Source: an optimization exercise on an open RTL-to-GDS flow (aim: small area, a short achievable clock period and few clock cycles per item). Production flows keep margins and buffers that such runs may drop. The RTL was checked by simulation tests, not by an equivalence proof against the original design.

### design/flow/flow/run.sh
#!/bin/bash
# Own layout flow: the standard flow (standard.sh) with these changes:
#  1. after the standard synthesis, every combinational cell is set to its
#     smallest drive strength (downsize.tcl); the repair steps size up what
#     timing, slew and capacitance need;
#  2. the repair steps aim at a setup slack margin (SETUP_MARGIN below);
#  3. the port buffers are plain buffers (buf_2) instead of delay cells.
# Each tool's output goes to a log file of its own in this folder.
set -euo pipefail
HERE=$(pwd)
SETUP_MARGIN=${SETUP_MARGIN:-6.3}
PORT_BUF=${PORT_BUF:-sky130_fd_sc_hd__buf_2}
R=$HERE/orfs/results/$FLOW_PLATFORM/keccak/base

bash standard.sh synth > log_1_synth.txt 2>&1

ODB_IN=$R/1_synth.odb ODB_OUT=$R/1_synth.odb \
  openroad -no_init -exit flow/downsize.tcl > log_1b_downsize.txt 2>&1

bash standard.sh SETUP_SLACK_MARGIN=$SETUP_MARGIN \
  "BUFFER_PORTS_ARGS=-buffer_cell $PORT_BUF" finish > log_2_layout.txt 2>&1
### design/flow/standard.sh
#!/bin/bash
# synth_recipe.tcl (not shown) runs the flow's synth.tcl, then flattens the netlist and writes it again
# the make line also repeats each setting of config.mk as NAME=value (left out here)
make -C /OpenROAD-flow-scripts/flow DESIGN_CONFIG=/design/flow/config.mk WORK_HOME=/design/flow/orfs CLKGATE_MAP_FILE= SYNTH_SCRIPT=/design/flow/synth_recipe.tcl "${@:-finish}"
### design/flow/constraint.sdc
create_clock -name core_clock -period 10.0 [get_ports {clk}]
set_input_delay 2.0000 -clock core_clock [delete_from_list [all_inputs] [get_ports {clk}]]
set_output_delay 2.0000 -clock core_clock [all_outputs]
set_load 0.01 [all_outputs]
### design/flow/flow/downsize.tcl
# Set every combinational cell of the synthesized netlist to the smallest
# drive strength of its function; the later repair steps size up what the
# timing and slew limits need. Registers, ties and taps are left alone.
read_db $::env(ODB_IN)
set db [ord::get_db]
set block [ord::get_db_block]
set dont_use [list]
if {[info exists ::env(DONT_USE_CELLS)]} { set dont_use $::env(DONT_USE_CELLS) }
set n 0
set saved 0.0
foreach inst [$block getInsts] {
  set m [$inst getMaster]
  set name [$m getName]
  if {![regexp {^(sky130_fd_sc_hd__)([a-z0-9]+)_([0-9]+)$} $name -> pfx base sz]} { continue }
  if {[regexp {^(df|edf|sdf|sedf|dl|conb|tap|decap|fill|diode|clk)} $base]} { continue }
  foreach s {0 1 2} {
    if {$s >= $sz} { break }
    set cand "${pfx}${base}_${s}"
    if {[lsearch -exact $dont_use $cand] >= 0} { continue }
    set cm [$db findMaster $cand]
    if {$cm == "NULL" || $cm == ""} { continue }
    set saved [expr {$saved + ([$m getWidth] - [$cm getWidth]) * [$m getHeight] / 1e6}]
    $inst swapMaster $cm
    incr n
    break
  }
}
puts "downsize: swapped $n instances, area saved [format %.1f $saved] um^2"
write_db $::env(ODB_OUT)
### design/flow/config.mk
export PLATFORM = sky130hd
export DESIGN_NAME = keccak
export DESIGN_NICKNAME = keccak
export VERILOG_FILES = /design/flow/design.v
export SDC_FILE = /design/flow/constraint.sdc
export NUM_CORES = 8
export LEC_CHECK = 0
export CAP_MARGIN = 35
export CORE_MARGIN = 2
export CORE_UTILIZATION = 40
export CTS_CLUSTER_DIAMETER = 100
export CTS_CLUSTER_SIZE = 20
export PLACE_DENSITY = 0.55
export SLEW_MARGIN = 35
export SYNTH_HIERARCHICAL = 1
### design/flow/design.v
module kc_andn (b, c, y);
  input  [63:0] b, c;
  output [63:0] y;
  assign y = ~b & c;
endmodule
module kc_and (s, w, y);
  input         s;
  input  [63:0] w;
  output [63:0] y;
  assign y = {64{s}} & w;
endmodule
module kc_xor (a, b, y);
  input  [63:0] a, b;
  output [63:0] y;
  assign y = a ^ b;
endmodule
module kc_upd (perm, keep, r, q, d);
  input         perm, keep;
  input  [63:0] r, q;
  output [63:0] d;
  assign d = ({64{perm}} & r) | ({64{keep}} & q);
endmodule
module keccak (clk, reset, in, in_ready, is_last, byte_num, buffer_full, out, out_ready);
  input              clk, reset;
  input      [63:0]  in;
  input              in_ready, is_last;
  input      [2:0]   byte_num;
  output reg         buffer_full;
  output     [511:0] out;
  output reg         out_ready;
  reg  [63:0] st [0:24];       
  reg  [8:0]  ptr;             
  reg  [4:0]  rnd;             
  reg         perm;            
  reg         last;            
  reg  [24:0] perm_l;          
  reg  [24:0] keep_l;          
  reg         rst_r;           
  wire end_blk = in_ready & (is_last | ptr[8]) & ~buffer_full;
  wire end_prm = perm & (rnd == 5'd23);
  wire perm_nx = ~reset & (perm ? ~end_prm : end_blk);
  always @(posedge clk) begin
    perm_l <= {25{perm_nx}};
    keep_l <= {{16{~reset & ~perm_nx}}, ~perm_nx, {7{~reset & ~perm_nx}}, ~perm_nx};
    rst_r <= reset;
  end
  always @(posedge clk)
    if (reset) begin
      ptr <= 9'd1;
      rnd <= 0;
      perm <= 0;
      last <= 0;
      buffer_full <= 0;
      out_ready <= 0;
    end else begin
      perm <= perm_nx;
      if (perm) begin
        rnd <= end_prm ? 5'd0 : rnd + 1'b1;
        if (end_prm) begin
          if (last)
            out_ready <= 1;
          else begin
            buffer_full <= 0;
            ptr <= 9'd1;
          end
        end
      end else if (in_ready & ~buffer_full) begin
        if (is_last | ptr[8]) begin
          ptr <= 0;
          buffer_full <= 1;
          last <= is_last;
        end else
          ptr <= {ptr[7:0], 1'b0};
      end
    end
  wire [63:0] w_sw;
  reg  [63:0] w_pad;
  genvar gi;
  generate
    for (gi = 0; gi < 8; gi = gi + 1) begin : SW
      assign w_sw[8*gi +: 8] = in[63-8*gi -: 8];
    end
  endgenerate
  integer k;
  always @(*) begin
    for (k = 0; k < 8; k = k + 1)
      if (~is_last || k < byte_num)
        w_pad[8*k +: 8] = w_sw[8*k +: 8];
      else if (k == byte_num)
        w_pad[8*k +: 8] = 8'h06;
      else
        w_pad[8*k +: 8] = 8'h00;
  end
  wire [63:0] w8 = ({64{ptr[8]}} & w_pad) ^ {is_last, 63'd0};
  wire [8:0]  sel = {in_ready & (ptr[8] | (is_last & ~buffer_full)), ptr[7:0] & {8{in_ready}}};
  function integer rotc(input integer i);
    case (i)
       0: rotc =  0;  1: rotc =  1;  2: rotc = 62;  3: rotc = 28;  4: rotc = 27;
       5: rotc = 36;  6: rotc = 44;  7: rotc =  6;  8: rotc = 55;  9: rotc = 20;
      10: rotc =  3; 11: rotc = 10; 12: rotc = 43; 13: rotc = 25; 14: rotc = 39;
      15: rotc = 41; 16: rotc = 45; 17: rotc = 15; 18: rotc = 21; 19: rotc =  8;
      20: rotc = 18; 21: rotc =  2; 22: rotc = 61; 23: rotc = 56; default: rotc = 14;
    endcase
  endfunction
  wire [63:0] c [0:4];
  wire [63:0] d [0:4];
  wire [63:0] th [0:24];
  wire [63:0] b [0:24];
  wire [63:0] ch [0:24];
  wire [63:0] ro [0:24];
  wire [63:0] nx [0:24];
  reg  [63:0] rc;
  genvar x, y;
  generate
    for (x = 0; x < 5; x = x + 1) begin : TC
      wire [63:0] p01, p23, p234;
      kc_xor x01 (st[x], st[x+5], p01);
      kc_xor x23 (st[x+10], st[x+15], p23);
      kc_xor x234 (p23, st[x+20], p234);
      kc_xor xc (p01, p234, c[x]);
    end
    for (x = 0; x < 5; x = x + 1) begin : TD
      kc_xor dx (c[(x+4)%5], {c[(x+1)%5][62:0], c[(x+1)%5][63]}, d[x]);
    end
    for (y = 0; y < 5; y = y + 1) begin : RY
      for (x = 0; x < 5; x = x + 1) begin : RX
        kc_xor tx (st[x+5*y], d[x], th[x+5*y]);
        if (rotc(x+5*y) == 0) begin : R0
          assign b[y+5*((2*x+3*y)%5)] = th[x+5*y];
        end else begin : RN
          assign b[y+5*((2*x+3*y)%5)] =
            {th[x+5*y][63-rotc(x+5*y):0], th[x+5*y][63:64-rotc(x+5*y)]};
        end
      end
    end
    for (y = 0; y < 5; y = y + 1) begin : CY
      for (x = 0; x < 5; x = x + 1) begin : CX
        wire [63:0] an;
        kc_andn ax (b[(x+1)%5+5*y], b[(x+2)%5+5*y], an);
        if (x == 0 && y == 0) begin : I0
          wire [63:0] bi = b[0] ^ rc;   
          kc_xor cx (bi, an, ch[0]);
        end else begin : IN
          kc_xor cx (b[x+5*y], an, ch[x+5*y]);
        end
        assign ro[x+5*y] = ch[x+5*y];
      end
    end
  endgenerate
  always @(*) begin
    case (rnd)
       0: rc = 64'h0000000000000001;  1: rc = 64'h0000000000008082;
       2: rc = 64'h800000000000808A;  3: rc = 64'h8000000080008000;
       4: rc = 64'h000000000000808B;  5: rc = 64'h0000000080000001;
       6: rc = 64'h8000000080008081;  7: rc = 64'h8000000000008009;
       8: rc = 64'h000000000000008A;  9: rc = 64'h0000000000000088;
      10: rc = 64'h0000000080008009; 11: rc = 64'h000000008000000A;
      12: rc = 64'h000000008000808B; 13: rc = 64'h800000000000008B;
      14: rc = 64'h8000000000008089; 15: rc = 64'h8000000000008003;
      16: rc = 64'h8000000000008002; 17: rc = 64'h8000000000000080;
      18: rc = 64'h000000000000800A; 19: rc = 64'h800000008000000A;
      20: rc = 64'h8000000080008081; 21: rc = 64'h8000000000008080;
      22: rc = 64'h0000000080000001; 23: rc = 64'h8000000080008008;
      default: rc = 64'd0;
    endcase
  end
  generate
    for (gi = 0; gi < 25; gi = gi + 1) begin : ST
      if (gi == 0 || gi == 8) begin : R0
        wire [63:0] qm, m, xw;
        kc_and a0 (~rst_r, st[gi], qm);
        kc_and a (sel[gi], gi == 8 ? w8 : w_pad, m);
        kc_xor xi (qm, m, xw);
        kc_upd u (perm_l[gi], keep_l[gi], ro[gi], xw, nx[gi]);
      end else if (gi < 9) begin : RT
        wire [63:0] m, xw;
        kc_and a (sel[gi], gi == 8 ? w8 : w_pad, m);
        kc_xor xi (st[gi], m, xw);
        kc_upd u (perm_l[gi], keep_l[gi], ro[gi], xw, nx[gi]);
      end else begin : CP
        kc_upd u (perm_l[gi], keep_l[gi], ro[gi], st[gi], nx[gi]);
      end
      always @(posedge clk)
        st[gi] <= nx[gi];
    end
  endgenerate
  generate
    for (gi = 0; gi < 64; gi = gi + 1) begin : OUT
      assign out[511-8*gi -: 8] = st[gi/8][8*(gi%8) +: 8];
    end
  endgenerate
endmodule
==> results of run 1 <==
-- metrics by stage --
step	hold WS [ns]	cells	setup slack, ns
floorplan	0.4413	11670	6.324
global placement	0.4476	16020	4.841
detailed placement	0.4703	16020	4.867
CTS	0.4817	16220	6.200
global route	0.4986	16240	6.128
finish	0.4783	16370	5.982
-- worst max-delay path, delay by kind of cell, from the launching register on --
kind / cells / cell delay, ns
compound gates: 1 / 0.23
xor+xnor: 6 / 2.88
simple gates: 1 / 0.13
buf+inv: 1 / 0.28
flops: 1 / 0.40
-- area by class of cell --
cell class	instances	area, µm²
fillers	26080	143400
multi-input cells	9581	86780
flip-flops and latches	1629	32730
repair buffers	1084	7029
well taps	3724	4659
clock buffers	129	3010
clock inverters	63	665.6
diodes	152	380.4
inverters	12	50.05
-- worst min path at each step --
stage / slack, ns / endpoint / startpoint / cells past startpoint
2_1_floorplan: 0.44 / ptr[1]$_SDFFE_PP0P_ / ptr[1]$_SDFFE_PP0P_ / 2
3_3_place_gp: 0.45 / ptr[3]$_SDFFE_PP0P_ / ptr[3]$_SDFFE_PP0P_ / 2
3_5_place_dp: 0.47 / ptr[3]$_SDFFE_PP0P_ / ptr[3]$_SDFFE_PP0P_ / 2
4_1_cts: 0.48 / ptr[7]$_SDFFE_PP0P_ / ptr[7]$_SDFFE_PP0P_ / 2
5_1_grt: 0.50 / ptr[3]$_SDFFE_PP0P_ / ptr[3]$_SDFFE_PP0P_ / 2
6_report: 0.48 / ptr[8]$_SDFFE_PP0P_ / ptr[7]$_SDFFE_PP0P_ / 2
-- state kept, by name, indices dropped and copies added, names as in the netlist --
signal / cells
buffer_full: 1
keep_l: 2
last: 1
out_ready: 1
perm: 1
perm_l: 1
ptr: 9
rc: 7
rnd: 5
rst_r: 1
st: 1600
-- per-layer routing --
metal	vias up	track usage (%)	share of wire, %
li1	39320	-	-
met1	52480	59.65	34
met2	9141	71.23	37
met3	2446	32.58	16
met4	54	54.76	13
met5	-	5.044	0.40
-- what timing repair did --
item | in CTS | in global routing
setup endpoints to repair | 335 | 247
gates resized for setup | 139 | 94
pin swaps | 0 | 11
cloned | 0 | 0
hold buffers | 0 | 0
hold endpoints to repair | 0 | 0
setup buffers | 0 | 2
==> out/metrics.csv, run 1 <==
stage,metric,value,unit
die,Die H,532.6,µm
synthesis,syn nets,11750,
setup_path,WP data arrival,4.83,ns
finish,share of layout cells above drive strength 1,17.51,%
die,die area,283700,µm²
place,Placed Area,128900,µm²
detailed_routing,1st-iter DRT viols,16530,
detailed_routing,total number of vias,103400,
die,I/O pin cnt,585,
hold_path,Hold Path Class,flop to flop,
clock_network,clock sink count,1629,
sta,Rel. slew slack,21.15,%
detailed_routing,Routed WL,812.4,mm
synthesis,Mapped Cells,11670,
clock_network,clock slew at reported path FFs,0.10,ns
finish,final instance area,135300,µm²
finish,Area growth syn-to-layout,21.06,%
synthesis,synthesized cell area,111800,µm²
global_routing,All-Layer GR Usage,54.91,%
clock_network,Root Driver,clkbuf_16,
global_routing,largest net degree at the start of global routing,202,
clock_network,CTS H-Tree Depth,3,
place,Routability Congestion,1.311,
place,dpl hpwl,680.5,mm
sta,Fin. Hold Viols,0,
global_routing,number of global-route vias before repair,92970,
setup_path,cell count of the worst reg-to-reg path,9,
setup_path,reg-to-reg startpoint,st[16][54]$_DFF_P_,
sta,minimum clock period after layout,4.018,ns
setup_path,CP Capture Point,st[15][27]$_DFF_P_,
clock_network,CTS tree,done,
synthesis,Syn Area/Cell,9.580,µm²
finish,most common library cell in the layout ignoring fill and taps,xor2_1,
setup_path,Crit path top cell by count,xor2_1,
setup_path,worst path cell trace,xor2_1 > xor2_1 > xor2_2 > xor2_2 > buf_4 > xor2_4 > nor2b_1 > xor2_1 > a22o_1,
sta,unrepaired setup endpoints after global routing,yes,
finish,Finished Core Util,48.56,%
clock_network,CTS buffer count,111,
setup_path,CP Max Fanout,4,
setup_path,Critical R2R Capture,st[15][27]$_DFF_P_,
global_routing,initial antenna violation count,133,
synthesis,Synth Warn #,9,
die,Die Wd,532.6,µm
clock_network,Max clock buf depth,3,
die,CORE AREA,278700,µm²
die,Rows,194,
sta,Final Max Slew Viols,0,
setup_path,crit-path max cell delay,0.61,ns
setup_path,crit path capture type,flop,
global_routing,first-pass GRT wire length,1009,mm
detailed_routing,wire per inst,49.61,µm
sta,fin crit share,40.18,%
setup_path,Critical Path RT,10.82,ns
outcome,status,finished clean,
global_routing,grt total ovfl,0,
finish,most frequent cells in the layout,"4572 x xor2_1, 1612 x nor2b_1, 1603 x a22o_1",
detailed_routing,DR DRC count,0,
place,input/output buffers,584,
finish,Final nets,12500,
detailed_routing,Final ANT Viol Nets,0,
die,Initial Util,40.11,%
sta,max frequency,248.9,MHz
detailed_routing,routed vias/inst,6.318,
clock_network,clock latency (worst-skew pair),0.88,ns
sta,Final setup viols,0,
setup_path,Worst Setup SP,st[16][54]$_DFF_P_,
job,Max Cap Viol,0,
detailed_routing,Initial DRT Pass Iterations,8,
setup_path,slowest CP cell,xor2_4,
sta,slew of the pin with the lowest slew margin,1.183,ns
setup_path,Startpoint Class,flop,
setup_path,critical path class,flop to flop,
sta,final setup TNS,0,ns
setup_path,"reg-to-reg slack, setup",5.98,ns
sta,clk_skew,0.05868,ns
Testbench counts, summed over its fixed seeds: cycles 5,495, bytes 9,368.
==> run 2: changes to the inputs <==
==> design/flow/config.mk (replaced) <==
export PLATFORM = sky130hd
export DESIGN_NAME = keccak
export DESIGN_NICKNAME = keccak
export VERILOG_FILES = /design/flow/design.v
export SDC_FILE = /design/flow/constraint.sdc
export NUM_CORES = 8
export LEC_CHECK = 0
export CAP_MARGIN = 45
export CORE_MARGIN = 2
export CORE_UTILIZATION = 35
export CTS_CLUSTER_DIAMETER = 100
export CTS_CLUSTER_SIZE = 20
export GPL_ROUTABILITY_DRIVEN = 0
export PLACE_DENSITY = 0.5
export SLEW_MARGIN = 45
export SYNTH_HIERARCHICAL = 1
==> out/metrics.csv, run 2 <==
stage,metric,value,unit
setup_path,Critical Path RT,10.89,ns
global_routing,first-pass GRT wire length,965.7,mm
place,placed insts,16490,
detailed_routing,routed vias/inst,5.930,
finish,Final nets,12520,
global_routing,All-Layer GR Usage,45.98,%
job,Max Cap Viol,0,
sta,slew of the pin with the lowest slew margin,1.048,ns
detailed_routing,Routed WL,772.4,mm
hold_path,Hold Path Class,flop to flop,
global_routing,initial antenna violation count,118,
sta,final setup TNS,0,ns
synthesis,Syn Area/Cell,9.580,µm²
setup_path,crit path capture type,flop,
place,input/output buffers,584,
synthesis,Synth Warn #,9,
setup_path,reg-to-reg startpoint,st[13][42]$_DFF_P_,
die,Die Wd,569.1,µm
sta,setup ws final,6.048,ns
die,Initial Util,35.17,%
setup_path,Worst Setup SP,st[13][42]$_DFF_P_,
place,Placed Area,131600,µm²
clock_network,Root Driver,clkbuf_16,
clock_network,clock latency (worst-skew pair),1.00,ns
sta,Final Max Slew Viols,0,
setup_path,worst path cell trace,xor2_1 > xor2_1 > xor2_1 > xor2_2 > xor2_2 > nor2b_1 > xor2_1 > a22o_1,
hold_path,Hold Path End,ptr[6]$_SDFFE_PP0P_,
setup_path,CP Max Fanout,5,
hold_path,Worst Hold Launch,ptr[6]$_SDFFE_PP0P_,
clock_network,clock slew at reported path FFs,0.11,ns
setup_path,Crit path top cell by count,xor2_1,
sta,fin crit share,39.52,%
synthesis,Mapped Cells,11670,
global_routing,number of global-route vias before repair,91070,
hold_path,worst hold path depth,2,
global_routing,grt total ovfl,0,
setup_path,WP data arrival,4.84,ns
setup_path,Critical R2R Capture,st[16][58]$_DFF_P_,
detailed_routing,Initial DRT Pass Iterations,6,
finish,Largest register FFs,1600,
detailed_routing,DR DRC count,0,
die,Die H,569.1,µm
detailed_routing,1st-iter DRT viols,14880,
setup_path,critical path's top delay family,XOR/XNOR gates,
die,die area,323900,µm²
synthesis,synthesized cell area,111800,µm²
sta,minimum clock period after layout,3.952,ns
detailed_routing,wire per inst,45.96,µm
clock_network,CTS Hold Bufs,0,
outcome,status,finished clean,
place,dpl hpwl,647.9,mm
sta,Rel. slew slack,29.89,%
finish,final instance area,136900,µm²
setup_path,slowest CP cell,xor2_2,
die,CORE AREA,317800,µm²
setup_path,"reg-to-reg slack, setup",6.05,ns
place,setup slack at placement,5.317,ns
finish,Area growth syn-to-layout,22.47,%
setup_path,CP bufs+invs,0,
sta,max frequency,253.0,MHz
detailed_routing,Final ANT Viol Nets,0,
clock_network,CTS H-Tree Depth,3,
sta,unrepaired setup endpoints after global routing,yes,
sta,clk_skew,0.08993,ns
clock_network,clock sink count,1629,
sta,Final setup viols,0,
finish,non-filler instance count after layout,16810,
synthesis,syn nets,11750,
clock_network,CTS buffer count,112,
global_routing,largest net degree at the start of global routing,153,
die,I/O pin cnt,585,
finish,share of layout cells above drive strength 1,19.25,%
finish,Largest Register,st,
setup_path,cell count of the worst reg-to-reg path,8,
detailed_routing,total number of vias,99670,
sta,Fin. Hold Viols,0,
setup_path,critical path class,flop to flop,
setup_path,Startpoint Class,flop,
clock_network,CTS tree,done,
clock_network,Max clock buf depth,4,
finish,most common library cell in the layout ignoring fill and taps,xor2_1,
die,Rows,207,
finish,most frequent cells in the layout,"4561 x xor2_1, 1613 x nor2b_1, 1603 x a22o_1",
finish,# fillers,30700,
setup_path,crit-path max cell delay,0.65,ns
run 2: cell types whose count changed in the layout (fill, tap and decap cells not counted), sizes merged:
cell / before / now
buf: 1084 / 1105
bufinv: 5 / 8
clkbuf: 129 / 133
clkinv: 20 / 23
diode: 152 / 110
inv: 40 / 28
run 2: area by class of cell:
cell class | instances | area, µm² | area share, %
Multi-Input combinational cell | 9581 | 87120 | 63.65
Antenna cell | 110 | 275.3 | 0.2011
Sequential cell | 1629 | 33010 | 24.11
Clock buffer | 133 | 3024 | 2.209
Timing Repair Buffer | 1105 | 7506 | 5.484
Inverter | 12 | 50.05 | 0.03656
Clock inverter | 57 | 666.9 | 0.4872
Tap cell | 4180 | 5230 | 3.821
run 2: routing by layer:
layer	share of wire, %	track usage (%)	up-vias
met4	12	46.11	66
met1	34	48.53	50540
met2	37	60.45	7524
met5	0.27	2.365	-
met3	16	28.65	2244
li1	-	-	39290
run 2: worst max-delay path by stage:
| stage | endpoint | slack (ns) | cells past startpoint |
|---|---|---|---|
| final | st[16][58]$_DFF_P_ | 6.05 | 8 |
| after global routing | st[16][58]$_DFF_P_ | 6.25 | 8 |
| after CTS | out[251] | 6.25 | 1 |
| after detailed placement | st[8][50]$_DFF_P_ | 5.32 | 8 |
| after global placement | st[8][2]$_DFF_P_ | 5.25 | 8 |
| after floorplan | st[5][0]$_DFF_P_ | 6.32 | 8 |
run 2: metrics by stage:
stage / hold WS (ns) / utilization (%)
after floorplan: 0.4413 / -
after global placement: 0.4588 / 39.11
after detailed placement: 0.4601 / 41.41
after CTS: 0.4749 / 42.72
after global routing: 0.5005 / 42.99
final: 0.4794 / 43.07
run 2: what timing repair did:
action,4_1_cts,5_1_grt
pin swaps,1,3
endpoints found under the setup margin,296,29
resized for setup,306,14
setup buffers,0,2
run 2: worst min-delay path, stage by stage (launching register included):
cell and delay [ns]:
dfxtp_1 0.33, nand2_1 0.06, a21oi_1 0.05
==> run 3: changes to the inputs <==
==> design/flow/config.mk (replaced) <==
export PLATFORM = sky130hd
export DESIGN_NAME = keccak
export DESIGN_NICKNAME = keccak
export VERILOG_FILES = /design/flow/design.v
export SDC_FILE = /design/flow/constraint.sdc
export NUM_CORES = 8
export LEC_CHECK = 0
export CAP_MARGIN = 35
export CORE_MARGIN = 2
export CORE_UTILIZATION = 35
export CTS_CLUSTER_DIAMETER = 100
export CTS_CLUSTER_SIZE = 20
export GPL_ROUTABILITY_DRIVEN = 0
export PLACE_DENSITY = 0.5
export SLEW_MARGIN = 35
export SYNTH_HIERARCHICAL = 1
==> out/metrics.csv, run 3 <==
stage,metric,value,unit
synthesis,synthesized cell area,111800,µm²
job,Max Cap Viol,0,
clock_network,Max clock buf depth,4,
sta,Final Max Slew Viols,0,
sta,fin crit share,39.95,%
synthesis,syn nets,11750,
sta,Rel. slew slack,15.37,%
finish,# fillers,30970,
finish,flip-flop and latch area,33010,µm²
sta,clk_skew,0.08388,ns
synthesis,Synth Warn #,9,
detailed_routing,wire per inst,46.26,µm
clock_network,clock slew at reported path FFs,0.09,ns
finish,Area growth syn-to-layout,20.49,%
sta,final setup TNS,0,ns
detailed_routing,Final ANT Viol Nets,0,
clock_network,clock latency (worst-skew pair),1.01,ns
die,CORE AREA,317800,µm²
finish,area occupied by multi-input gates,85150,µm²
global_routing,number of global-route vias before repair,90360,
detailed_routing,total number of vias,100100,
sta,Final setup viols,0,
setup_path,CP Max Fanout,5,
finish,Finished Core Util,42.37,%
finish,Final nets,12510,
finish,most common library cell in the layout ignoring fill and taps,xor2_1,
synthesis,Syn Area/Cell,9.580,µm²
setup_path,WP data arrival,4.89,ns
setup_path,crit-path max cell delay,0.86,ns
setup_path,worst path cell trace,xor2_1 > xor2_1 > xor2_1 > xor2_1 > buf_4 > xor2_1 > nor2b_1 > xor2_1 > a22o_1,
setup_path,Crit path top cell by count,xor2_1,
clock_network,CTS buffer count,114,
place,setup slack at placement,5.187,ns
sta,max frequency,250.3,MHz
setup_path,slowest CP cell,xor2_1,
setup_path,Critical Path RT,10.90,ns
detailed_routing,DR DRC count,0,
global_routing,All-Layer GR Usage,46.01,%
sta,minimum clock period after layout,3.995,ns
die,I/O pin cnt,585,
detailed_routing,1st-iter DRT viols,15830,
setup_path,Startpoint Class,flop,
setup_path,crit path capture type,flop,
global_routing,grt total ovfl,0,
sta,setup ws final,6.005,ns
place,dpl hpwl,645.4,mm
clock_network,Root Driver,clkbuf_16,
detailed_routing,routed vias/inst,5.967,
finish,non-filler instance count after layout,16780,
finish,Largest register FFs,1600,
die,Initial Util,35.17,%
sta,Fin. Hold Viols,0,
clock_network,CTS tree,done,
global_routing,first-pass GRT wire length,966.3,mm
clock_network,clock sink count,1629,
finish,Largest Register,st,
finish,share of layout cells above drive strength 1,18.12,%
synthesis,Mapped Cells,11670,
clock_network,CTS H-Tree Depth,3,
die,Die Wd,569.1,µm
outcome,status,finished clean,
place,placed insts,16480,
finish,most frequent cells in the layout,"4706 x xor2_1, 1613 x nor2b_1, 1603 x a22o_1",
die,Die H,569.1,µm
die,Rows,207,
detailed_routing,Initial DRT Pass Iterations,8,
global_routing,initial antenna violation count,111,
sta,unrepaired setup endpoints after global routing,yes,
die,die area,323900,µm²
place,input/output buffers,584,
global_routing,largest net degree at the start of global routing,192,
setup_path,critical path class,flop to flop,
clock_network,CTS Hold Bufs,0,
detailed_routing,Routed WL,776.3,mm
hold_path,Hold Path Class,flop to flop,
sta,slew of the pin with the lowest slew margin,1.265,ns
[run 3: changes by cell type in the layout (fill, tap and decap cells not counted), sizes merged]
cell      before   now
inv           28    31
diode        110    95
buf         1105  1092
bufinv         8    14
clkinvlp      10     8
and2         776   778
clkbuf       133   130
clkinv        23    21
[run 3: what timing repair did]
| item | CTS | global route |
|---|---|---|
| setup buffers | 1 | 2 |
| cloned | 0 | 2 |
| setup endpoints to repair | 340 | 148 |
| resized for setup | 296 | 80 |
| hold endpoints to repair | 0 | 0 |
| pin swaps | 1 | 4 |
[run 3: critical path: cells and delay by family, from the launching register on]
kind,cells,cell delay (ns)
xor gates and xnor gates,6,2.77
DFF,1,0.42
and+or+nand+nor,1,0.25
buffers and inverters,1,0.25
AOI/OAI and AO/OA,1,0.18
[run 3: stage by stage]
step / area (µm²) / hold WS [ns]
2_1_floorplan: 111800 / 0.4413
5_1_grt: 134400 / 0.4954
4_1_cts: 132900 / 0.4781
3_5_place_dp: 128500 / 0.4582
6_report: 134700 / 0.4768
3_3_place_gp: 124300 / 0.4588
[run 3: area by class of cell]
cell class                 instances  share of cell area, %
clock buffer                     130                  2.200
inverter                          12                0.03717
clock inverter                    62                 0.6411
timing repair buffer            1092                  5.321
tap                             4180                  3.884
sequential                      1629                  24.51
antenna                           95                 0.1765
multi-input combinational       9583                  63.23
[run 3: worst paths after layout]
check / cells after the start / slack, ns / to / start
max: 9 / 6.00 / st[10][3]$_DFF_P_ / st[12][42]$_DFF_P_
min: 2 / 0.48 / ptr[7]$_SDFFE_PP0P_ / ptr[7]$_SDFFE_PP0P_
max reg2reg: 9 / 6.00 / st[10][3]$_DFF_P_ / st[12][42]$_DFF_P_
min reg2reg: 2 / 0.48 / ptr[7]$_SDFFE_PP0P_ / ptr[7]$_SDFFE_PP0P_
[run 3: per-layer routing]
metal  track usage, %  wire length, µm  up-vias
met1            49.57           264800    50850
met4            44.73            96550       60
met5            2.514             1810        -
met3            27.38           123200     2240
li1                 -                -    39410
met2            60.83           289900     7590
==> run 4: changes to the inputs <==
--- a/design/flow/flow/run.sh
+++ b/design/flow/flow/run.sh
@@ -9,7 +9,7 @@
 set -euo pipefail
 HERE=$(pwd)
 SETUP_MARGIN=${SETUP_MARGIN:-6.3}
-PORT_BUF=${PORT_BUF:-sky130_fd_sc_hd__buf_2}
+PORT_BUF=${PORT_BUF:-sky130_fd_sc_hd__buf_1}
 R=$HERE/orfs/results/$FLOW_PLATFORM/keccak/base
 
 bash standard.sh synth > log_1_synth.txt 2>&1
==> out/metrics.csv, run 4 <==
stage,metric,value,unit
outcome,status,finished clean,
detailed_routing,routed vias/inst,5.961,
synthesis,synthesized cell area,111800,µm²
detailed_routing,Routed WL,770.2,mm
setup_path,worst path cell trace,xor2_1 > xor2_1 > xor2_1 > xor2_1 > xor2_1 > nor2b_1 > xor2_1 > a22o_1,
sta,fin crit share,39.69,%
hold_path,Hold Path Class,flop to flop,
sta,unrepaired setup endpoints after global routing,yes,
clock_network,Max clock buf depth,4,
synthesis,syn nets,11750,
setup_path,CP Max Fanout,5,
detailed_routing,total number of vias,99990,
finish,Largest Register,st,
setup_path,crit path capture type,flop,
sta,Final setup viols,0,
clock_network,Root Driver,clkbuf_16,
place,dpl hpwl,644.4,mm
clock_network,CTS buffer count,112,
finish,Area growth syn-to-layout,19.56,%
setup_path,crit-path max cell delay,0.86,ns
sta,max frequency,252.0,MHz
die,Rows,207,
die,Initial Util,35.17,%
setup_path,Startpoint Class,flop,
die,I/O pin cnt,585,
finish,share of layout cells above drive strength 1,13.44,%
clock_network,clock latency (worst-skew pair),0.98,ns
die,CORE AREA,317800,µm²
finish,Largest register FFs,1600,
clock_network,CTS Hold Bufs,0,
place,input/output buffers,584,
global_routing,largest net degree at the start of global routing,178,
setup_path,critical path class,flop to flop,
die,Die Wd,569.1,µm
global_routing,All-Layer GR Usage,45.65,%
finish,final instance area,133600,µm²
die,die area,323900,µm²
detailed_routing,DR DRC count,0,
clock_network,clock slew at reported path FFs,0.10,ns
job,Max Cap Viol,0,
sta,Final Max Slew Viols,0,
clock_network,CTS tree,done,
global_routing,grt total ovfl,0,
clock_network,CTS H-Tree Depth,3,
setup_path,Crit path top cell by count,xor2_1,
finish,most frequent cells in the layout,"4719 x xor2_1, 1613 x nor2b_1, 1603 x a22o_1",
setup_path,slowest CP cell,xor2_1,
sta,final setup TNS,0,ns
detailed_routing,Initial DRT Pass Iterations,8,
sta,minimum clock period after layout,3.969,ns
clock_network,clock sink count,1629,
detailed_routing,1st-iter DRT viols,15980,
setup_path,WP data arrival,4.88,ns
die,Die H,569.1,µm
synthesis,Mapped Cells,11670,
sta,slew of the pin with the lowest slew margin,1.261,ns
finish,most common library cell in the layout ignoring fill and taps,xor2_1,
place,Placed Area,127700,µm²
synthesis,Synth Warn #,9,
detailed_routing,wire per inst,45.92,µm
global_routing,number of global-route vias before repair,90630,
detailed_routing,Final ANT Viol Nets,0,
global_routing,first-pass GRT wire length,961.6,mm
global_routing,initial antenna violation count,127,
synthesis,Syn Area/Cell,9.580,µm²
sta,clk_skew,0.05299,ns
finish,# fillers,31090,
finish,Final nets,12520,
sta,Rel. slew slack,15.85,%
setup_path,Critical Path RT,10.91,ns
clock_network,post-CTS setup buffers,0,
sta,Fin. Hold Viols,0,
-- run 4: repair_timing --
item,4_1_cts,5_1_grt
pin swaps,0,0
cloned,0,0
hold endpoints to repair,0,0
endpoints found under the setup margin,439,128
gates resized for setup,326,37
-- run 4: critical path: cells and delay by family (launching register included) --
kind / cells / cell delay, ns
xor+xnor: 6 / 3.02
flops: 1 / 0.45
simple gates: 1 / 0.25
compound gates: 1 / 0.18
-- run 4: worst paths after layout --
check,depth (start not counted),slack [ns],end,startpoint
setup / recovery,8,6.03,st[10][19]$_DFF_P_,st[19][57]$_DFF_P_
hold / removal,2,0.48,ptr[6]$_SDFFE_PP0P_,ptr[6]$_SDFFE_PP0P_
setup reg to reg,8,6.03,st[10][19]$_DFF_P_,st[19][57]$_DFF_P_
hold reg to reg,2,0.48,ptr[6]$_SDFFE_PP0P_,ptr[6]$_SDFFE_PP0P_
-- run 4: area by class of cell --
cell class / instances / area, µm² / share of cell area (%)
clock inverter: 57 / 874.6 / 0.6545
tap: 4180 / 5230 / 3.914
clock buffer: 126 / 2959 / 2.214
sequential: 1629 / 32990 / 24.68
multi-input combinational: 9581 / 84770 / 63.43
inverter: 12 / 50.05 / 0.03745
timing repair buffer: 1107 / 6556 / 4.906
antenna: 83 / 207.7 / 0.1554
-- run 4: metrics by stage --
step	utilization (%)	hold WS, ns	cells	setup WS, ns
CTS	41.58	0.4790	16690	6.258
floorplan	-	0.4413	11670	6.324
detailed placement	40.19	0.4614	16500	4.774
finish	42.05	0.4807	16780	6.031
global route	41.99	0.5000	16700	6.271
global placement	38.95	0.4552	16500	4.564
-- run 4: routing by layer --
layer  track usage [%]  up-vias  share of wire, %
li1                  -    39390                 -
met1             49.03    50560                34
met2             59.92     7770                37
met3             26.58     2219                16
met4             47.23       46                13
met5            0.4165        -             0.062
==> run 5: changes to the inputs <==
--- a/design/flow/flow/run.sh
+++ b/design/flow/flow/run.sh
@@ -8,8 +8,8 @@
 # Each tool's output goes to a log file of its own in this folder.
 set -euo pipefail
 HERE=$(pwd)
-SETUP_MARGIN=${SETUP_MARGIN:-6.3}
-PORT_BUF=${PORT_BUF:-sky130_fd_sc_hd__buf_1}
+SETUP_MARGIN=${SETUP_MARGIN:-6.45}
+PORT_BUF=${PORT_BUF:-sky130_fd_sc_hd__buf_2}
 R=$HERE/orfs/results/$FLOW_PLATFORM/keccak/base
 
 bash standard.sh synth > log_1_synth.txt 2>&1
==> out/metrics.csv, run 5 <==
stage,metric,value,unit
detailed_routing,total number of vias,101300,
setup_path,WP data arrival,4.73,ns
clock_network,CTS H-Tree Depth,3,
hold_path,Hold Path Class,flop to flop,
global_routing,M2 GR Usage,59.54,%
setup_path,Startpoint Class,flop,
global_routing,GRT Max-Usage Layer,met2,
setup_path,Critical Path RT,10.85,ns
finish,share of layout cells above drive strength 1,22.16,%
global_routing,routing usage on met3,28.16,%
place,placed insts,16470,
global_routing,grt total ovfl,0,
sta,fin crit share,38.84,%
job,Max Cap Viol,0,
global_routing,number of global-route vias before repair,90780,
sta,final setup TNS,0,ns
place,dpl hpwl,646.6,mm
sta,clk_skew,0.04809,ns
outcome,status,finished clean,
setup_path,critical path class,flop to flop,
synthesis,synthesized cell area,111800,µm²
clock_network,clock latency (worst-skew pair),0.98,ns
sta,max frequency,257.5,MHz
die,Initial Util,35.17,%
die,I/O pin cnt,585,
synthesis,syn nets,11750,
sta,Final setup viols,0,
synthesis,Synth Warn #,9,
setup_path,CP Max Fanout,5,
die,die area,323900,µm²
sta,Fin. Hold Viols,0,
sta,Rel. slew slack,18.42,%
synthesis,Syn Area/Cell,9.580,µm²
sta,minimum clock period after layout,3.884,ns
die,Die H,569.1,µm
clock_network,Root Driver,clkbuf_16,
detailed_routing,Routed WL,786.4,mm
synthesis,Mapped Cells,11670,
finish,most frequent cells in the layout,"4597 x xor2_1, 1613 x nor2b_1, 1603 x a22o_1",
finish,Largest Register,st,
sta,unrepaired setup endpoints after global routing,yes,
finish,Largest register FFs,1600,
clock_network,Max clock buf depth,4,
clock_network,clock slew at reported path FFs,0.10,ns
finish,Final nets,12750,
sta,slew of the pin with the lowest slew margin,1.224,ns
detailed_routing,wire per inst,46.15,µm
finish,most common library cell in the layout ignoring fill and taps,xor2_1,
global_routing,first-pass GRT wire length,979.2,mm
sta,Final Max Slew Viols,0,
detailed_routing,routed vias/inst,5.945,
clock_network,CTS tree,done,
die,Rows,207,
finish,non-filler instance count after layout,17040,
setup_path,crit path capture type,flop,
detailed_routing,Final ANT Viol Nets,0,
place,input/output buffers,584,
clock_network,clock sink count,1629,
die,CORE AREA,317800,µm²
global_routing,largest net degree at the start of global routing,194,
global_routing,met1 usage,51.85,%
die,Die Wd,569.1,µm
global_routing,initial antenna violation count,106,
detailed_routing,Initial DRT Pass Iterations,8,
global_routing,All-Layer GR Usage,46.69,%
finish,Area growth syn-to-layout,24.69,%
clock_network,CTS buffer count,113,
detailed_routing,DR DRC count,0,
detailed_routing,1st-iter DRT viols,15790,
clock_network,CTS Hold Bufs,0,
-- run 5: changes by cell type in the layout (fill, tap and decap cells not counted), sizes merged, moves of 5 or more --
| cell | before | now |
|---|---|---|
| and2 | 776 | 781 |
| bufinv | 17 | 7 |
| buf | 1104 | 1323 |
| clkinv | 18 | 27 |
| diode | 83 | 121 |
-- run 5: area by class of cell --
type                            count  area (µm²)
Fill cell                       30580      178400
Multi-Input combinational cell   9586       86680
Sequential cell                  1629       34170
Timing Repair Buffer             1325        9325
Tap cell                         4180        5230
Clock buffer                      129        2980
Clock inverter                     59       625.6
Antenna cell                      121       302.8
Inverter                           12       50.05
-- run 5: timing repair --
action                     in CTS  in global routing
resized for setup             991                222
pin swaps                       3                 13
setup endpoints to repair     832                499
setup buffers                 167                 89
cloned                          4                  1
-- run 5: critical path, cell delays in order, from the launching register on --
cell and delay [ns]:
dfxtp_1 0.42, xor2_1 0.29, xor2_1 0.28, xor2_1 0.69, xor2_2 0.65, xor2_1 0.78
nor2b_1 0.14, xor2_1 0.23, a22o_1 0.27
-- run 5: final timing paths --
kind         cells past startpoint  slack (ns)                start                  end
min                              2        0.49  ptr[6]$_SDFFE_PP0P_  ptr[6]$_SDFFE_PP0P_
max                              8        6.12   st[18][33]$_DFF_P_   st[10][40]$_DFF_P_
min reg2reg                      2        0.49  ptr[6]$_SDFFE_PP0P_  ptr[6]$_SDFFE_PP0P_
max reg2reg                      8        6.12   st[18][33]$_DFF_P_   st[10][40]$_DFF_P_
-- run 5: per-layer routing --
layer  vias up  wire length, µm
met5         -             2279
met4        42            96720
met3      1956           130600
met2      7823           285700
met1     51590           271100
li1      39900                -
-- run 5: metrics by stage --
stage / instance area, µm² / hold WS [ns] / setup WS [ns] / util, %
6_report: 139400 / 0.4932 / 6.116 / 43.85
5_1_grt: 139100 / 0.5168 / 6.283 / 43.77
4_1_cts: 136000 / 0.4869 / 6.261 / 42.81
3_5_place_dp: 128500 / 0.4605 / 5.376 / 40.45
3_3_place_gp: 124400 / 0.4583 / 5.244 / 39.14
2_1_floorplan: 111800 / 0.4413 / 6.416 / -
==> run 6: changes to the inputs <==
==> design/flow/flow/run.sh (replaced) <==
#!/bin/bash
# Own layout flow: the standard flow (standard.sh) with these changes:
#  1. after the standard synthesis, every combinational cell is set to its
#     smallest drive strength (downsize.tcl); the repair steps size up what
#     timing, slew and capacitance need;
#  2. the repair steps aim at a setup slack margin (SETUP_MARGIN below);
#  3. the port buffers are plain buffers (buf_2) instead of delay cells;
#  4. global routing favours timing-critical nets (-critical_nets_percentage)
#     and is resistance aware.
# Each tool's output goes to a log file of its own in this folder.
set -euo pipefail
HERE=$(pwd)
SETUP_MARGIN=${SETUP_MARGIN:-6.3}
PORT_BUF=${PORT_BUF:-sky130_fd_sc_hd__buf_2}
GRT_ARGS=${GRT_ARGS:--congestion_iterations 30 -congestion_report_iter_step 5 -verbose -critical_nets_percentage 30}
RES_AWARE=${RES_AWARE:-1}
R=$HERE/orfs/results/$FLOW_PLATFORM/keccak/base

bash standard.sh synth > log_1_synth.txt 2>&1

ODB_IN=$R/1_synth.odb ODB_OUT=$R/1_synth.odb \
  openroad -no_init -exit flow/downsize.tcl > log_1b_downsize.txt 2>&1

bash standard.sh SETUP_SLACK_MARGIN=$SETUP_MARGIN \
  "BUFFER_PORTS_ARGS=-buffer_cell $PORT_BUF" \
  "GLOBAL_ROUTE_ARGS=$GRT_ARGS" ENABLE_RESISTANCE_AWARE=$RES_AWARE \
  finish > log_2_layout.txt 2>&1
==> out/metrics.csv, run 6 <==
stage,metric,value,unit
die,CORE AREA,317800,µm²
global_routing,All-Layer GR Usage,45.97,%
sta,fin crit share,40.06,%
global_routing,routing usage on met3,27.02,%
synthesis,Syn Area/Cell,9.580,µm²
sta,Final setup viols,0,
die,I/O pin cnt,585,
detailed_routing,1st-iter DRT viols,15780,
sta,max frequency,249.6,MHz
synthesis,Synth Warn #,9,
outcome,status,finished clean,
setup_path,CP bufs+invs,0,
clock_network,CTS tree,done,
finish,Area growth syn-to-layout,20.62,%
finish,share of layout cells above drive strength 1,18.20,%
sta,Fin. Hold Viols,0,
global_routing,number of global-route vias before repair,90380,
clock_network,Root Driver,clkbuf_16,
die,Rows,207,
clock_network,Max clock buf depth,4,
clock_network,CTS buffer count,114,
place,input/output buffers,584,
setup_path,CP Max Fanout,5,
detailed_routing,routed vias/inst,5.963,
setup_path,Critical Path RT,10.85,ns
setup_path,WP data arrival,4.86,ns
detailed_routing,Initial DRT Pass Iterations,7,
die,Die Wd,569.1,µm
detailed_routing,total number of vias,100200,
sta,unrepaired setup endpoints after global routing,yes,
synthesis,Mapped Cells,11670,
finish,# fillers,30960,
clock_network,CTS Hold Bufs,0,
global_routing,GRT Max-Usage Layer,met2,
finish,Final nets,12520,
sta,Rel. slew slack,19.09,%
global_routing,M2 GR Usage,60.95,%
sta,setup ws final,5.994,ns
setup_path,critical path's top delay family,XOR/XNOR gates,
sta,slew of the pin with the lowest slew margin,1.210,ns
place,setup slack at placement,5.187,ns
finish,most frequent cells in the layout,"4700 x xor2_1, 1613 x nor2b_1, 1603 x a22o_1",
global_routing,first-pass GRT wire length,965.5,mm
sta,minimum clock period after layout,4.006,ns
hold_path,Hold Path Class,flop to flop,
synthesis,synthesized cell area,111800,µm²
die,Die H,569.1,µm
sta,final setup TNS,0,ns
synthesis,syn nets,11750,
clock_network,CTS H-Tree Depth,3,
setup_path,worst path cell trace,xor2_1 > xor2_1 > xor2_1 > xor2_2 > xor2_2 > nor2b_1 > xor2_1 > a22o_1,
die,Initial Util,35.17,%
finish,most common library cell in the layout ignoring fill and taps,xor2_1,
global_routing,grt total ovfl,0,
sta,hold_ws,0.4773,ns
setup_path,crit-path max cell delay,0.74,ns
setup_path,slowest CP cell,xor2_2,
sta,Final Max Slew Viols,0,
finish,Largest register FFs,1600,
clock_network,clock slew at reported path FFs,0.10,ns
setup_path,critical path class,flop to flop,
detailed_routing,wire per inst,46.16,µm
place,dpl hpwl,645.4,mm
die,die area,323900,µm²
setup_path,Crit path top cell by count,xor2_1,
job,Max Cap Viol,0,
global_routing,largest net degree at the start of global routing,192,
sta,clk_skew,0.08440,ns
detailed_routing,DR DRC count,0,
clock_network,clock sink count,1629,
setup_path,Startpoint Class,flop,
global_routing,initial antenna violation count,114,
detailed_routing,Routed WL,775.6,mm
setup_path,crit path capture type,flop,
global_routing,met1 usage,49.69,%
clock_network,clock latency (worst-skew pair),1.00,ns
finish,Largest Register,st,
detailed_routing,Final ANT Viol Nets,0,
## run 6: final cells by class
| class | count | area (µm²) | area share [%] |
|---|---|---|---|
| antenna | 110 | 275.3 | 0.2042 |
| clock buffer | 130 | 2963 | 2.198 |
| clock inverter | 62 | 863.3 | 0.6404 |
| inverter | 12 | 50.05 | 0.03713 |
| multi-input combinational | 9583 | 85200 | 63.20 |
| sequential | 1629 | 33010 | 24.48 |
| tap | 4180 | 5230 | 3.880 |
| timing repair buffer | 1097 | 7221 | 5.356 |
## run 6: worst register-to-register path, stage by stage, from the launching register on
cell     delay, ns
dfxtp_1       0.45
xor2_1        0.23
xor2_1        0.47
xor2_1        0.54
xor2_2        0.69
xor2_2        0.74
nor2b_1       0.22
xor2_1        0.25
a22o_1        0.30
## run 6: final timing paths
kind | startpoint | to | slack, ns | depth (start not counted)
worst max-delay path | st[13][26]$_DFF_P_ | st[19][53]$_DFF_P_ | 5.99 | 8
worst max register to register | st[13][26]$_DFF_P_ | st[19][53]$_DFF_P_ | 5.99 | 8
worst min-delay path | ptr[7]$_SDFFE_PP0P_ | ptr[7]$_SDFFE_PP0P_ | 0.48 | 2
worst min register to register | ptr[7]$_SDFFE_PP0P_ | ptr[7]$_SDFFE_PP0P_ | 0.48 | 2
## run 6: stage by stage
| stage | instance area, µm² | instances | utilization (%) |
|---|---|---|---|
| global route | 134600 | 16700 | 42.34 |
| CTS | 132900 | 16680 | 41.81 |
| global placement | 124300 | 16480 | 39.11 |
| floorplan | 111800 | 11670 | - |
| finish | 134800 | 16800 | 42.42 |
| detailed placement | 128500 | 16480 | 40.42 |
## run 6: timing repair
action | CTS | global route
cloned | 0 | 2
pin swaps | 1 | 5
setup buffers | 1 | 6
endpoints found under the hold margin | 0 | 0
endpoints found under the setup margin | 340 | 146
gates resized for setup | 296 | 81
## run 6: per-layer routing
layer,wire [µm],up-vias
li1,-,39460
met1,264900,50670
met2,290300,7704
met3,122800,2314
met4,96060,46
met5,1584,-
==> run 7: changes to the inputs <==
==> design/flow/flow/run.sh (replaced) <==
#!/bin/bash
# Own layout flow: the standard flow (standard.sh) with these changes:
#  1. after the standard synthesis, every combinational cell is set to its
#     smallest drive strength (downsize.tcl); the repair steps size up what
#     timing, slew and capacitance need;
#  2. the repair steps aim at a setup slack margin (SETUP_MARGIN below);
#  3. the port buffers are plain buffers (buf_1) instead of delay cells;
#     the repair steps size up the ones timing needs.
# Each tool's output goes to a log file of its own in this folder.
set -euo pipefail
HERE=$(pwd)
SETUP_MARGIN=${SETUP_MARGIN:-6.3}
PORT_BUF=${PORT_BUF:-sky130_fd_sc_hd__buf_1}
R=$HERE/orfs/results/$FLOW_PLATFORM/keccak/base

bash standard.sh synth > log_1_synth.txt 2>&1

ODB_IN=$R/1_synth.odb ODB_OUT=$R/1_synth.odb \
  openroad -no_init -exit flow/downsize.tcl > log_1b_downsize.txt 2>&1

bash standard.sh SETUP_SLACK_MARGIN=$SETUP_MARGIN \
  "BUFFER_PORTS_ARGS=-buffer_cell $PORT_BUF" \
  "GLOBAL_PLACEMENT_ARGS=-timing_driven_net_weight_max 5 -timing_driven_nets_percentage 30" finish > log_2_layout.txt 2>&1
==> out/metrics.csv, run 7 <==
stage,metric,value,unit
outcome,status,finished clean,
sta,clk_skew,0.07515,ns
sta,fin crit share,41.61,%
sta,final setup TNS,0,ns
setup_path,WP data arrival,5.08,ns
setup_path,critical path's top delay family,XOR/XNOR gates,
global_routing,initial antenna violation count,134,
job,Max Cap Viol,0,
detailed_routing,wire per inst,46.94,µm
place,input/output buffers,584,
setup_path,Crit path top cell by count,xor2_1,
sta,Fin. Hold Viols,0,
finish,share of layout cells above drive strength 1,13.17,%
place,dpl hpwl,648.4,mm
setup_path,crit-path max cell delay,0.84,ns
setup_path,critical path class,flop to flop,
detailed_routing,routed vias/inst,6.012,
synthesis,Synth Warn #,9,
finish,Largest register FFs,1600,
clock_network,CTS tree,done,
die,Rows,207,
detailed_routing,Initial DRT Pass Iterations,7,
hold_path,Hold Path Class,flop to flop,
sta,minimum clock period after layout,4.161,ns
detailed_routing,1st-iter DRT viols,16180,
die,I/O pin cnt,585,
sta,Rel. slew slack,16.92,%
finish,most common library cell in the layout ignoring fill and taps,xor2_1,
setup_path,CP bufs+invs,0,
global_routing,largest net degree at the start of global routing,197,
global_routing,All-Layer GR Usage,46.79,%
die,Die H,569.1,µm
finish,area occupied by multi-input gates,84390,µm²
setup_path,slowest CP cell,xor2_1,
sta,unrepaired setup endpoints after global routing,yes,
global_routing,number of global-route vias before repair,90860,
sta,Final setup viols,0,
finish,flip-flop and latch area,32970,µm²
clock_network,CTS buffer count,108,
detailed_routing,Routed WL,789.5,mm
place,Placed Area,127400,µm²
die,Die Wd,569.1,µm
setup_path,worst path cell trace,xor2_1 > xor2_1 > xor2_1 > xor2_1 > xor2_2 > nor2b_1 > xor2_1 > a22o_1,
place,placed insts,16510,
clock_network,Max clock buf depth,4,
clock_network,clock sink count,1629,
clock_network,clock slew at reported path FFs,0.10,ns
clock_network,CTS Hold Bufs,0,
detailed_routing,DR DRC count,0,
setup_path,Critical Path RT,10.92,ns
clock_network,Root Driver,clkbuf_16,
synthesis,synthesized cell area,111800,µm²
sta,slew of the pin with the lowest slew margin,1.242,ns
finish,Finished Core Util,41.83,%
synthesis,Mapped Cells,11670,
sta,Final Max Slew Viols,0,
setup_path,crit path capture type,flop,
synthesis,Syn Area/Cell,9.580,µm²
die,die area,323900,µm²
finish,final instance area,132900,µm²
setup_path,Startpoint Class,flop,
global_routing,first-pass GRT wire length,980.0,mm
die,CORE AREA,317800,µm²
synthesis,syn nets,11750,
finish,non-filler instance count after layout,16820,
sta,max frequency,240.3,MHz
setup_path,CP Max Fanout,5,
sta,hold_ws,0.5153,ns
global_routing,grt total ovfl,0,
finish,Final nets,12540,
finish,Largest Register,st,
clock_network,clock latency (worst-skew pair),0.98,ns
detailed_routing,Final ANT Viol Nets,0,
clock_network,CTS H-Tree Depth,3,
finish,most frequent cells in the layout,"4760 x xor2_1, 1613 x nor2b_1, 1603 x a22o_1",
finish,# fillers,31140,
die,Initial Util,35.17,%
detailed_routing,total number of vias,101100,
finish,Area growth syn-to-layout,18.93,%
[run 7: worst min-delay path, delay by kind of cell (launching register included)]
kind | cells | cell delay [ns]
flip-flops | 1 | 0.36
AND/OR/NAND/NOR | 1 | 0.07
AO/OA/AOI/OAI | 1 | 0.05
[run 7: cell type report]
cell class | count | share of cell area (%)
clock inverter | 42 | 0.3144
tap | 4180 | 3.935
multi-input combinational | 9588 | 63.49
antenna | 115 | 0.2165
timing repair buffer | 1123 | 5.050
inverter | 12 | 0.03765
sequential | 1629 | 24.80
clock buffer | 130 | 2.157
[run 7: per-layer routing]
layer	vias up	share of wire, %	global-route usage (%)
met3	2239	16	27.23
met1	51230	34	51.00
met4	44	12	45.60
met2	8095	37	61.50
met5	-	0.23	3.332
li1	39520	-	-
[run 7: per-stage QoR]
stage          setup slack [ns]
2_1_floorplan             6.324
3_3_place_gp              5.083
3_5_place_dp              5.068
4_1_cts                   6.204
5_1_grt                   6.175
6_report                  5.839
[run 7: final timing paths]
path | from | endpoint | slack (ns) | cells past startpoint
worst max register to register | st[13][48]$_DFF_P_ | st[10][55]$_DFF_P_ | 5.84 | 8
worst min-delay path | ptr[3]$_SDFFE_PP0P_ | ptr[3]$_SDFFE_PP0P_ | 0.52 | 2
worst min register to register | ptr[3]$_SDFFE_PP0P_ | ptr[3]$_SDFFE_PP0P_ | 0.52 | 2
worst max-delay path | st[13][48]$_DFF_P_ | st[10][55]$_DFF_P_ | 5.84 | 8
[run 7: timing repair]
action / in CTS / in global routing
pin swaps: 4 / 6
setup buffers: 1 / 9
resized for setup: 328 / 36
gates cloned: 4 / 3
setup endpoints to repair: 545 / 147
==> run 8: changes to the inputs <==
--- a/design/flow/flow/run.sh
+++ b/design/flow/flow/run.sh
@@ -20,4 +20,4 @@
 
 bash standard.sh SETUP_SLACK_MARGIN=$SETUP_MARGIN \
   "BUFFER_PORTS_ARGS=-buffer_cell $PORT_BUF" \
-  "GLOBAL_PLACEMENT_ARGS=-timing_driven_net_weight_max 5 -timing_driven_nets_percentage 30" finish > log_2_layout.txt 2>&1
+  "GLOBAL_PLACEMENT_ARGS=-timing_driven_net_weight_max 3 -timing_driven_nets_percentage 50" finish > log_2_layout.txt 2>&1
==> out/metrics.csv, run 8 <==
stage,metric,value,unit
setup_path,Startpoint Class,flop,
clock_network,CTS H-Tree Depth,3,
finish,share of layout cells above drive strength 1,13.02,%
finish,area occupied by multi-input gates,84410,µm²
sta,Final setup viols,0,
synthesis,Mapped Cells,11670,
sta,fin crit share,39.92,%
finish,Final nets,12520,
setup_path,WP data arrival,4.84,ns
sta,Fin. Hold Viols,0,
setup_path,worst path cell trace,xor2_1 > xor2_1 > xor2_1 > xor2_1 > xor2_1 > xor2_1 > a22o_1,
die,I/O pin cnt,585,
detailed_routing,Initial DRT Pass Iterations,7,
die,Rows,207,
global_routing,All-Layer GR Usage,45.76,%
place,Placed Area,127600,µm²
setup_path,crit-path max cell delay,0.91,ns
sta,clk_skew,0.07328,ns
detailed_routing,1st-iter DRT viols,14810,
clock_network,CTS tree,done,
die,Die H,569.1,µm
global_routing,number of global-route vias before repair,90090,
sta,unrepaired setup endpoints after global routing,yes,
outcome,status,finished clean,
die,die area,323900,µm²
job,Max Cap Viol,0,
clock_network,clock latency (worst-skew pair),0.96,ns
finish,final instance area,132900,µm²
detailed_routing,wire per inst,45.93,µm
setup_path,Critical Path RT,10.85,ns
synthesis,synthesized cell area,111800,µm²
setup_path,critical path's top delay family,XOR/XNOR gates,
sta,Rel. slew slack,14.20,%
sta,Final Max Slew Viols,0,
clock_network,CTS buffer count,109,
finish,most common library cell in the layout ignoring fill and taps,xor2_1,
setup_path,CP bufs+invs,0,
sta,max frequency,250.5,MHz
finish,flip-flop and latch area,32930,µm²
global_routing,grt total ovfl,0,
finish,Area growth syn-to-layout,18.93,%
detailed_routing,routed vias/inst,5.911,
clock_network,Max clock buf depth,4,
sta,minimum clock period after layout,3.992,ns
sta,slew of the pin with the lowest slew margin,1.283,ns
finish,# fillers,31180,
synthesis,syn nets,11750,
detailed_routing,DR DRC count,0,
global_routing,first-pass GRT wire length,959.9,mm
clock_network,clock sink count,1629,
setup_path,critical path class,flop to flop,
setup_path,"reg-to-reg slack, setup",6.01,ns
detailed_routing,Routed WL,770.7,mm
setup_path,CP Max Fanout,5,
hold_path,Hold Path Class,flop to flop,
setup_path,slowest CP cell,xor2_1,
synthesis,Synth Warn #,9,
place,dpl hpwl,642.9,mm
finish,most frequent cells in the layout,"4744 x xor2_1, 1613 x nor2b_1, 1603 x a22o_1",
sta,final setup TNS,0,ns
global_routing,initial antenna violation count,109,
place,input/output buffers,584,
clock_network,Root Driver,clkbuf_16,
detailed_routing,total number of vias,99210,
die,Die Wd,569.1,µm
finish,Largest Register,st,
global_routing,largest net degree at the start of global routing,193,
die,CORE AREA,317800,µm²
detailed_routing,Final ANT Viol Nets,0,
setup_path,crit path capture type,flop,
finish,Largest register FFs,1600,
die,Initial Util,35.17,%
synthesis,Syn Area/Cell,9.580,µm²
setup_path,Crit path top cell by count,xor2_1,
clock_network,clock slew at reported path FFs,0.10,ns
run 8: cell type report:
cell class,count,share of cell area [%]
Antenna cell,107,0.2014
Inverter,12,0.03765
Tap cell,4180,3.935
Multi-Input combinational cell,9581,63.51
Clock buffer,122,2.151
Sequential cell,1629,24.78
Timing Repair Buffer,1103,4.948
Clock inverter,48,0.4471
run 8: through the flow:
step | hold slack, ns | cells | worst slack [ns] | util, %
floorplan | 0.4413 | 11670 | 6.324 | -
global placement | 0.4666 | 16490 | 5.000 | 38.83
detailed placement | 0.4695 | 16500 | 4.993 | 40.14
CTS | 0.4878 | 16670 | 6.300 | 41.36
global route | 0.5388 | 16680 | 6.253 | 41.75
finish | 0.4927 | 16780 | 6.008 | 41.83
run 8: worst paths after layout:
| kind | from | to | depth (start not counted) |
|---|---|---|---|
| max reg2reg | st[10][17]$_DFF_P_ | st[15][45]$_DFF_P_ | 7 |
| max | st[10][17]$_DFF_P_ | st[15][45]$_DFF_P_ | 7 |
| min | ptr[5]$_SDFFE_PP0P_ | ptr[5]$_SDFFE_PP0P_ | 2 |
| min reg2reg | ptr[5]$_SDFFE_PP0P_ | ptr[5]$_SDFFE_PP0P_ | 2 |
run 8: timing repair:
action,in CTS,in global routing
setup endpoints to repair,330,67
pin swaps,0,3
hold buffers,0,0
buffers inserted,0,0
resized for setup,293,36
run 8: worst reg2reg max path, cell delays in order, from the launching register on:
cell and delay, ns:
dfxtp_1 0.59, xor2_1 0.21, xor2_1 0.30, xor2_1 0.40
xor2_1 0.74, xor2_1 0.91, xor2_1 0.42, a22o_1 0.34
run 8: routing by layer:
layer,global-route usage [%],share of wire [%]
met5,2.886,0.18
met4,46.71,13
met3,27.33,16
met2,60.20,37
met1,48.65,34

[static timing again, ports no longer ideal]
The results above use ideal ports. As a check the final layouts listed here were re-extracted and re-timed, cells and wires unchanged.
Step 1 (the two cells are an assumption about what drives the block):
set clk [get_ports {clk}]
set_driving_cell -lib_cell sky130_fd_sc_hd__clkbuf_16 $clk
set_driving_cell -lib_cell sky130_fd_sc_hd__buf_2 [delete_from_list [all_inputs] $clk]
Step 2 moves the port delays by t, midway between the first and last clock arrival at a register: inputs arrive t later, outputs are due t later. That takes back most of the time a late clock gives input paths.
a / b / c = no drivers / after step 1 / after step 2; a / b = the first two.
run | shift t [ns] | setup WS [ns] | worst setup path at the end | worst data-port slew with drivers (ns)
run 1 | 0.970 | 5.982 / 5.982 / 5.245 | input to register | 0.17
run 2 | 1.065 | 6.048 / 6.048 / 5.174 | input to register | 0.24
run 3 | 1.081 | 6.005 / 6.005 / 5.187 | input to register | 0.26
run 4 | 1.052 | 6.031 / 6.031 / 5.230 | input to register | 0.06
run 5 | 1.070 | 6.116 / 6.116 / 5.357 | input to register | 0.21
run 6 | 1.075 | 5.994 / 5.994 / 5.107 | input to register | 0.24
run 7 | 1.045 | 5.839 / 5.839 / 5.247 | input to register | 0.07
run 8 | 1.043 | 6.008 / 6.008 / 5.269 | input to register | 0.09
After both steps setup and hold are still met in every run listed. For run 6, which loses most, drivers alone change the setup slack by 0.000 ns; drivers and shift together by -0.887 ns.
